This design comes from an exercise in tuning for small area on the open sky130 flow, not from production work.

==> inputs of trial 1 <==
==> flow/design.v <==
module Convolution_pipeline(
    clk,
    rst_n,
	in_valid,
	In_IFM_1,
	In_IFM_2,
	In_IFM_3,
	In_IFM_4,	
	In_Weight_1,
	In_Weight_2,
	In_Weight_3,
	In_Weight_4,	
	Out_OFM
    );
input clk, rst_n;
input in_valid;
input[3:0]In_IFM_1;
input[3:0]In_IFM_2;
input[3:0]In_IFM_3;
input[3:0]In_IFM_4;
input[3:0]In_Weight_1;
input[3:0]In_Weight_2;
input[3:0]In_Weight_3;
input[3:0]In_Weight_4;
output reg [11:0]Out_OFM;
reg [3:0]In_1;
reg [3:0]In_2;
reg [3:0]In_3;
reg [3:0]In_4;
reg [3:0]weight1;
reg [3:0]weight2;
reg [3:0]weight3;
reg [3:0]weight4;
reg [11:0] PPR1_1;
reg [11:0] PPR1_2;
reg [11:0] PPR1_3;
reg [11:0] PPR1_4;
reg [11:0] PPR2_1;
reg [11:0] PPR2_2;
always@(posedge clk or negedge rst_n)   
begin
	if(!rst_n)
		begin
			In_1 <= 4'd0;
			In_2 <= 4'd0;
			In_3 <= 4'd0;
			In_4 <= 4'd0;
			weight1 <= 4'd0;
			weight2 <= 4'd0;
			weight3 <= 4'd0;
			weight4 <= 4'd0;
			PPR1_1 <= 12'd0;
			PPR1_2 <= 12'd0;
			PPR1_3 <= 12'd0;
			PPR1_4 <= 12'd0;
			PPR2_1 <= 12'd0;
			PPR2_2 <= 12'd0;
			Out_OFM <= 12'd0;
		end
	else if(in_valid == 1)
		begin
			In_1 <= In_IFM_1;
			In_2 <= In_IFM_2;	
			In_3 <= In_IFM_3;	
			In_4 <= In_IFM_4;	
			weight1 <= In_Weight_1;
			weight2 <= In_Weight_2;
			weight3 <= In_Weight_3;
			weight4 <= In_Weight_4;
			PPR1_1 <= In_1 * weight1;
			PPR1_2 <= In_2 * weight2;
			PPR1_3 <= In_3 * weight3;
			PPR1_4 <= In_4 * weight4;
			PPR2_1 <= PPR1_1 + PPR1_2;
			PPR2_2 <= PPR1_3 + PPR1_4;
			Out_OFM <= PPR2_1 + PPR2_2;
		end	
	else
		begin
			In_1 <= In_1;
			In_2 <= In_2;
			In_3 <= In_3;
			In_4 <= In_4;
			weight1 <= weight1;
			weight2 <= weight2;
			weight3 <= weight3;
			weight4 <= weight4;
			PPR1_1 <= PPR1_1;
			PPR1_2 <= PPR1_2;
			PPR1_3 <= PPR1_3;
			PPR1_4 <= PPR1_4;
			PPR2_1 <= PPR2_1;
			PPR2_2 <= PPR2_2;
			Out_OFM <= Out_OFM;
		end
end
endmodule
==> flow/run.sh <==
#!/bin/bash
# synth_recipe.tcl (not shown) runs the flow's synth.tcl, then flattens the netlist and writes it again
# the make line also repeats each setting of config.mk as NAME=value (left out here)
make -C /OpenROAD-flow-scripts/flow DESIGN_CONFIG=/design/flow/config.mk WORK_HOME=/design/flow/orfs CLKGATE_MAP_FILE= SYNTH_SCRIPT=/design/flow/synth_recipe.tcl finish
==> flow/config.mk <==
export PLATFORM = sky130hd
export DESIGN_NAME = Convolution_pipeline
export DESIGN_NICKNAME = Convolution_pipeline
export VERILOG_FILES = /design/flow/design.v
export SDC_FILE = /design/flow/constraint.sdc
export NUM_CORES = 4
export LEC_CHECK = 0
export CAP_MARGIN = 20
export CORE_MARGIN = 2
export CORE_UTILIZATION = 40
export SLEW_MARGIN = 20
==> flow/constraint.sdc <==
create_clock -name core_clock -period 3.0 [get_ports {clk}]
set_input_delay 0.6000 -clock core_clock [delete_from_list [all_inputs] [get_ports {clk}]]
set_output_delay 0.6000 -clock core_clock [all_outputs]
set_load 0.01 [all_outputs]
==> build 76 (differences from trial 1) <==
==> flow/design.v (replaced) <==
module Convolution_pipeline(
    clk,
    rst_n,
    in_valid,
    In_IFM_1,
    In_IFM_2,
    In_IFM_3,
    In_IFM_4,
    In_Weight_1,
    In_Weight_2,
    In_Weight_3,
    In_Weight_4,
    Out_OFM
    );
input clk, rst_n;
input in_valid;
input [3:0] In_IFM_1;
input [3:0] In_IFM_2;
input [3:0] In_IFM_3;
input [3:0] In_IFM_4;
input [3:0] In_Weight_1;
input [3:0] In_Weight_2;
input [3:0] In_Weight_3;
input [3:0] In_Weight_4;
output [11:0] Out_OFM;
wire [9:0] dot = In_IFM_1 * In_Weight_1 + In_IFM_2 * In_Weight_2
               + In_IFM_3 * In_Weight_3 + In_IFM_4 * In_Weight_4;
reg [9:0] s1, s2, s3;
always @(posedge clk) begin
    if (in_valid) begin
        s1 <= dot;
        s2 <= s1;
        s3 <= s2;
    end
end
reg [1:0] cnt;
always @(posedge clk or negedge rst_n) begin
    if (!rst_n)
        cnt <= 2'd0;
    else if (in_valid && cnt != 2'd3)
        cnt <= cnt + 2'd1;
end
reg [9:0] ofm;
always @(posedge clk or negedge rst_n) begin
    if (!rst_n)
        ofm <= 10'd0;
    else if (in_valid && cnt == 2'd3)
        ofm <= s3;
end
assign Out_OFM = {2'b00, ofm};
endmodule
==> build 78 (differences from trial 1) <==
==> flow/design.v (replaced) <==
module Convolution_pipeline(
    clk,
    rst_n,
    in_valid,
    In_IFM_1,
    In_IFM_2,
    In_IFM_3,
    In_IFM_4,
    In_Weight_1,
    In_Weight_2,
    In_Weight_3,
    In_Weight_4,
    Out_OFM
    );
input clk, rst_n;
input in_valid;
input [3:0] In_IFM_1;
input [3:0] In_IFM_2;
input [3:0] In_IFM_3;
input [3:0] In_IFM_4;
input [3:0] In_Weight_1;
input [3:0] In_Weight_2;
input [3:0] In_Weight_3;
input [3:0] In_Weight_4;
output [11:0] Out_OFM;
reg [8:0] q1, q2;
reg [9:0] s2, s3;
always @(posedge clk) begin
    if (in_valid) begin
        q1 <= In_IFM_1 * In_Weight_1 + In_IFM_2 * In_Weight_2;
        q2 <= In_IFM_3 * In_Weight_3 + In_IFM_4 * In_Weight_4;
        s2 <= q1 + q2;
        s3 <= s2;
    end
end
reg [1:0] cnt;
always @(posedge clk or negedge rst_n) begin
    if (!rst_n)
        cnt <= 2'd0;
    else if (in_valid && cnt != 2'd3)
        cnt <= cnt + 2'd1;
end
reg [9:0] ofm;
always @(posedge clk or negedge rst_n) begin
    if (!rst_n)
        ofm <= 10'd0;
    else if (in_valid && cnt == 2'd3)
        ofm <= s3;
end
assign Out_OFM = {2'b00, ofm};
endmodule
==> build 23 (differences from trial 1) <==
==> flow/design.v (replaced) <==
module Convolution_pipeline(
    clk,
    rst_n,
    in_valid,
    In_IFM_1,
    In_IFM_2,
    In_IFM_3,
    In_IFM_4,
    In_Weight_1,
    In_Weight_2,
    In_Weight_3,
    In_Weight_4,
    Out_OFM
    );
input clk, rst_n;
input in_valid;
input [3:0] In_IFM_1;
input [3:0] In_IFM_2;
input [3:0] In_IFM_3;
input [3:0] In_IFM_4;
input [3:0] In_Weight_1;
input [3:0] In_Weight_2;
input [3:0] In_Weight_3;
input [3:0] In_Weight_4;
output [11:0] Out_OFM;
reg [7:0] p1, p2, p3, p4;
reg [9:0] s2, s3;
always @(posedge clk) begin
    if (in_valid) begin
        p1 <= In_IFM_1 * In_Weight_1;
        p2 <= In_IFM_2 * In_Weight_2;
        p3 <= In_IFM_3 * In_Weight_3;
        p4 <= In_IFM_4 * In_Weight_4;
        s2 <= (p1 + p2) + (p3 + p4);
        s3 <= s2;
    end
end
reg [1:0] cnt;
always @(posedge clk or negedge rst_n) begin
    if (!rst_n)
        cnt <= 2'd0;
    else if (in_valid && cnt != 2'd3)
        cnt <= cnt + 2'd1;
end
reg [9:0] ofm;
always @(posedge clk or negedge rst_n) begin
    if (!rst_n)
        ofm <= 10'd0;
    else if (in_valid && cnt == 2'd3)
        ofm <= s3;
end
assign Out_OFM = {2'b00, ofm};
endmodule
==> flow/flow/run.sh (new file) <==
#!/bin/bash
# Standard layout, with the port buffers made of buf_1 cells.
cp standard.sh standard_copy.sh.txt
export BUFFER_PORTS_ARGS="-buffer_cell sky130_fd_sc_hd__buf_1"
bash standard.sh > standard.log 2>&1
==> flow/standard.sh (new file) <==
#!/bin/bash
# synth_recipe.tcl (not shown) runs the flow's synth.tcl, then flattens the netlist and writes it again
# the make line also repeats each setting of config.mk as NAME=value (left out here)
make -C /OpenROAD-flow-scripts/flow DESIGN_CONFIG=/design/flow/config.mk WORK_HOME=/design/flow/orfs CLKGATE_MAP_FILE= SYNTH_SCRIPT=/design/flow/synth_recipe.tcl "${@:-finish}"
removed: flow/run.sh
==> impl_metrics.toml <==
[run_status]
so_faults = "negative setup slack"
outcome = "finished with violations"

[sta]
layout_setup_ws_ns = -1.84
setup-violations-final = 8

[finish]
flow.area_growth_from_synthesis_pct = 28.6
-- figures above: build 76

==> impl_metrics.toml <==
[run_status]
outcome = "finished clean"

[sta]
layout_setup_ws_ns = 0.132

[critical_path]
worst-path-stages = 10

[finish]
buf_share_pct = 8.95
flow.area_growth_from_synthesis_pct = 18.4
commonest_non_fill_non_tap_cell_in_the_layout = "sky130_fd_sc_hd__dfrtp_1"
-- figures above: trial 1

==> impl_metrics.toml <==
[finish]
finalInstanceArea_um2 = 5310
seq-cell-share_pct = 35.1

[sta]
layout_setup_ws_ns = 0.130
setup-violations-final = 0

[placement]
gp_congestion = 0.812

[pwr]
power_frac_comb_pct = 44.3

[run_status]
outcome = "finished clean"

[critical_path]
reg2reg_depth = 10
-- figures above: build 23

==> impl_metrics.toml <==
[sta]
setup-violations-final = 12
layout_setup_ws_ns = -0.816

[die]
die_height_um = 106
initial_utilization_pct = 40.5

[run_status]
so_faults = "negative setup slack"
outcome = "finished with violations"

[synthesis]
area_fraction_of_the_dominant_cell_type_after_synthesis_pct = 27.7

[finish]
flow.area_growth_from_synthesis_pct = 32.3
-- figures above: build 78

No functional check of the RTL was part of any run of this note.

[separate check: timing with driven ports]
The flow's constraints put no driver on any port. The routed layouts listed below were extracted and timed again, unchanged, in two steps. Step 1: set_driving_cell puts a clkbuf_16 on clk and a buf_2 on each other input, an assumption about the parent block. Step 2 moves the port delays by t, midway between the first and last clock arrival at a register: inputs arrive t later, outputs are due t later. That takes back most of the time a late clock gives input paths. a / b / c = no drivers / after step 1 / after step 2; a / b = the first two.
run	t, ns	setup slack, ns	worst setup path at the end	clock arrival spread, ns	cell pins on the clock port's net
trial 1	0.386	0.132 / 0.132 / 0.132	register to register	0.011 / 0.011	1
build 76	0.323	-1.838 / -1.846 / -2.169	input to register	0.006 / 0.006	1
build 78	0.319	-0.816 / -0.839 / -1.158	input to register	0.005 / 0.005	1
build 23	0.370	0.130 / 0.130 / -0.154	input to register	0.005 / 0.004	1
With both steps, setup timing fails in build 23, where it was met with ideal ports. For build 78, which loses most, drivers alone change the setup slack by -0.023 ns; drivers and shift together by -0.342 ns.
